This design comes from an exercise in tuning for small area, a short achievable clock period and few clock cycles on the open sky130 flow, not from production work. The RTL was checked by simulation tests, not by an equivalence proof against the original design. No activity file was given, so power comes from the tool's default toggle rates.

== xenon ==
Design cache, start of the top module:
module cache #(
    parameter  LINE_ADDR_LEN = 3,  
    parameter  SET_ADDR_LEN  = 2,  
    parameter  TAG_ADDR_LEN  = 6,  
    parameter  WAY_CNT       = 4   
)(
    input   logic           clk,
    input   logic           rst,
    output  logic           miss,        
    input   logic   [31:0]  addr,        
    input   logic           rd_req,      
    output  logic   [31:0]  rd_data,     
    input   logic           wr_req,      
    input   logic   [31:0]  wr_data,     
    output  logic   [TAG_ADDR_LEN+SET_ADDR_LEN-1:0] mem_addr,
    output  logic                                   mem_rd_req,
    output  logic                                   mem_wr_req,
    output  logic   [32*(1<<LINE_ADDR_LEN)-1:0]     mem_wr_data,
    input   logic   [32*(1<<LINE_ADDR_LEN)-1:0]     mem_rd_data,
    input   logic                                   mem_gnt
);
    localparam NW = 8;       
    localparam NS = 4;       
    localparam NA = 4;       
    localparam NL = NS*NA;   
    logic [31:0] data  [NL][NW];
    logic [5:0]  tags  [NL];
    logic [NL-1:0] valid;
    logic [NL-1:0] dirty;
    logic [5:0]  lru   [NS];
    logic st_look, st_chk, st_rd, st_wb, st_fill;
    logic [5:0]    tag_r;
    logic [NS-1:0] set_r;        
    logic [NW-1:0] wsel_r;       
    logic          we_r;         
    logic          hit_r;
    logic [NL-1:0] sel_r;        
    logic          vdirty_r;     
    logic          miss_r, mem_rd_req_r, mem_wr_req_r;
    logic [7:0]    mem_addr_r;
  ...
Size in the first run: roughly 4600 flip-flops, roughly 170000 sq um of cells after synthesis.
clock: 18.0 ns
lec_check: 0
cap_margin: 20
core_margin: 2
core_utilization: 35
cts_cluster_diameter: 100
cts_cluster_size: 25
place_density: 0.45
slew_margin: 20
standard.sh (not shown) runs the stock make flow with config.mk's settings and CLKGATE_MAP_FILE= SYNTH_SCRIPT=/design/flow/synth_recipe.tcl, a recipe that flattens the netlist after the stock synthesis.
==> flow/flow/run.sh <==
#!/bin/bash
# Layout flow: the standard flow (standard.sh, unchanged synthesis, same SDC and
# clock period) with two changes to how the layout is made:
#  - timing repair aims at a larger setup margin, so that repair works on the
#    paths that set the achieved period (the clock period itself is unchanged);
#  - the port buffers inserted for every input and output are plain buf_2 cells.
# The make output goes to flow_make.log; each ORFS step writes its own log under orfs/logs.
set -euo pipefail
bash standard.sh \
  SETUP_SLACK_MARGIN=12.8 \
  "BUFFER_PORTS_ARGS=-buffer_cell sky130_fd_sc_hd__buf_2" \
  finish > flow_make.log 2>&1
xenon: no failed stages, no open violations at the end
Testbench counts of xenon, summed over its fixed seeds: cycles 130,394.
The inputs of ember differ from those of xenon as listed below.
# xenon
export LEC_CHECK = 0
export CAP_MARGIN = 20
export CORE_MARGIN = 2
export CORE_UTILIZATION = 35
export CTS_CLUSTER_DIAMETER = 100
export CTS_CLUSTER_SIZE = 25
export PLACE_DENSITY = 0.45
export SLEW_MARGIN = 20
create_clock -name core_clock -period 18.0 [get_ports {clk}]
# ember
export LEC_CHECK = 0
export CAP_MARGIN = 10
export CORE_MARGIN = 2
export CORE_UTILIZATION = 35
export CTS_CLUSTER_DIAMETER = 100
export CTS_CLUSTER_SIZE = 25
export PLACE_DENSITY = 0.45
export SLEW_MARGIN = 10
create_clock -name core_clock -period 18.0 [get_ports {clk}]
-- flow/flow/run.sh --
<<< xenon, line 10
  SETUP_SLACK_MARGIN=12.8 \
>>> ember, line 10
  SETUP_SLACK_MARGIN=13 \
--- outcome ---
Complete run, failing final checks: ember, reason slew limit. For ember, the endpoint of the worst setup timing path was rd_data[23], unlike xenon, where it was rd_q[27]. Final cell area excluding filler cells delta for ember relative to xenon: about 0.6% higher. Going from xenon to ember, first-pass GRT wire length rose by 5.2 mm; post-detailed-placement cell area stayed essentially flat; multi-input logic area stayed essentially flat; combinational share of power rose by 0.2 points. Diff ember..xenon | via count | negligible.
Changes in garnet relative to ember:
# ember
export LEC_CHECK = 0
export CAP_MARGIN = 10
export CORE_MARGIN = 2
export CORE_UTILIZATION = 35
export CTS_CLUSTER_DIAMETER = 100
export CTS_CLUSTER_SIZE = 25
export PLACE_DENSITY = 0.45
export SLEW_MARGIN = 10
create_clock -name core_clock -period 18.0 [get_ports {clk}]
# garnet
export LEC_CHECK = 0
export CAP_MARGIN = 20
export CORE_MARGIN = 2
export CORE_UTILIZATION = 35
export CTS_CLUSTER_DIAMETER = 100
export CTS_CLUSTER_SIZE = 25
export PLACE_DENSITY = 0.45
export SLEW_MARGIN = 20
create_clock -name core_clock -period 18.0 [get_ports {clk}]
==> results.txt <==
ember → garnet: summed area of non-filler cells in the final layout now sits at about the same level; overall routing resource usage comparable. Relative to ember, the post-placement worst setup slack of garnet is lower by 19 ps. In terms of via count, ember and garnet differ only marginally. Comparing garnet and ember, first-iteration DRC count is lower on ember. As far as final cycle utilization of the critical path is concerned, garnet and ember perform about the same. On static leakage, garnet and ember are neck and neck. Hold buffer count at cts: ember vs garnet identical. Compared with ember, in garnet highest cell delay on the worst timing path level, number of buffers inserted to repair setup after CTS higher. Both conditions hold for garnet: the flow ran to the end and the final layout passed the timing, design-rule and antenna checks.
Input-level comparison between onyx and garnet:
# garnet
export LEC_CHECK = 0
export CAP_MARGIN = 20
export CORE_MARGIN = 2
export CORE_UTILIZATION = 35
export CTS_CLUSTER_DIAMETER = 100
export CTS_CLUSTER_SIZE = 25
export PLACE_DENSITY = 0.45
export SLEW_MARGIN = 20
create_clock -name core_clock -period 18.0 [get_ports {clk}]
# onyx
export LEC_CHECK = 0
export CAP_MARGIN = 10
export CORE_MARGIN = 2
export CORE_UTILIZATION = 35
export CTS_CLUSTER_DIAMETER = 100
export CTS_CLUSTER_SIZE = 25
export PLACE_DENSITY = 0.45
export SLEW_MARGIN = 10
create_clock -name core_clock -period 18.0 [get_ports {clk}]
-- flow/flow/run.sh --
<<< garnet, line 10
  SETUP_SLACK_MARGIN=13 \
>>> onyx, line 10
  SETUP_SLACK_MARGIN=12.8 \
Notes after the runs:
- Measured against each other, onyx and garnet differ in count of clock buffers in the final design, the lower figure coming from garnet.
- onyx improves on garnet in area of all placed cells without fillers.
- Cmp onyx and garnet / non-clock buffer area fraction after layout / lower: onyx
- Compared with garnet, initial antenna violation count in onyx decreased by a little under 10%.
- From garnet to onyx the numbers moved as follows: starting DRC count in detailed routing +149, latest clock arrival within the worst-skew pair +30 ps.

[afterwards: timing with drivers on the ports]
Ports are ideal in the flow. The routed layouts listed here were re-timed in OpenROAD.
Step 1, drivers: a clkbuf_16 drives clk and a buf_2 each remaining input, both assumed.
Step 2 moves the port delays by t, midway between the first and last clock arrival at a register: inputs arrive t later, outputs are due t later. That takes back most of the time a late clock gives input paths.
Three values: ideal ports, drivers, drivers and shift; two values: the first two.
run	t (ns)	setup WS [ns]	hold slack, ns	worst setup path after step 2	worst register clock-pin slew, ns
xenon	1.120	12.527 / 12.527 / 12.035	0.451 / 0.451 / 0.451	input to register	0.11 / 0.11
ember	1.129	12.733 / 12.605 / 12.196	0.455 / 0.455 / 0.455	input to register	0.11 / 0.11
garnet	1.114	12.739 / 12.614 / 12.185	0.457 / 0.457 / 0.457	input to register	0.11 / 0.11
onyx	1.119	12.589 / 12.545 / 12.051	0.452 / 0.452 / 0.452	input to register	0.11 / 0.11
The setup slack of garnet, which loses most, moves by -0.125 ns with the drivers and by -0.554 ns with both steps.
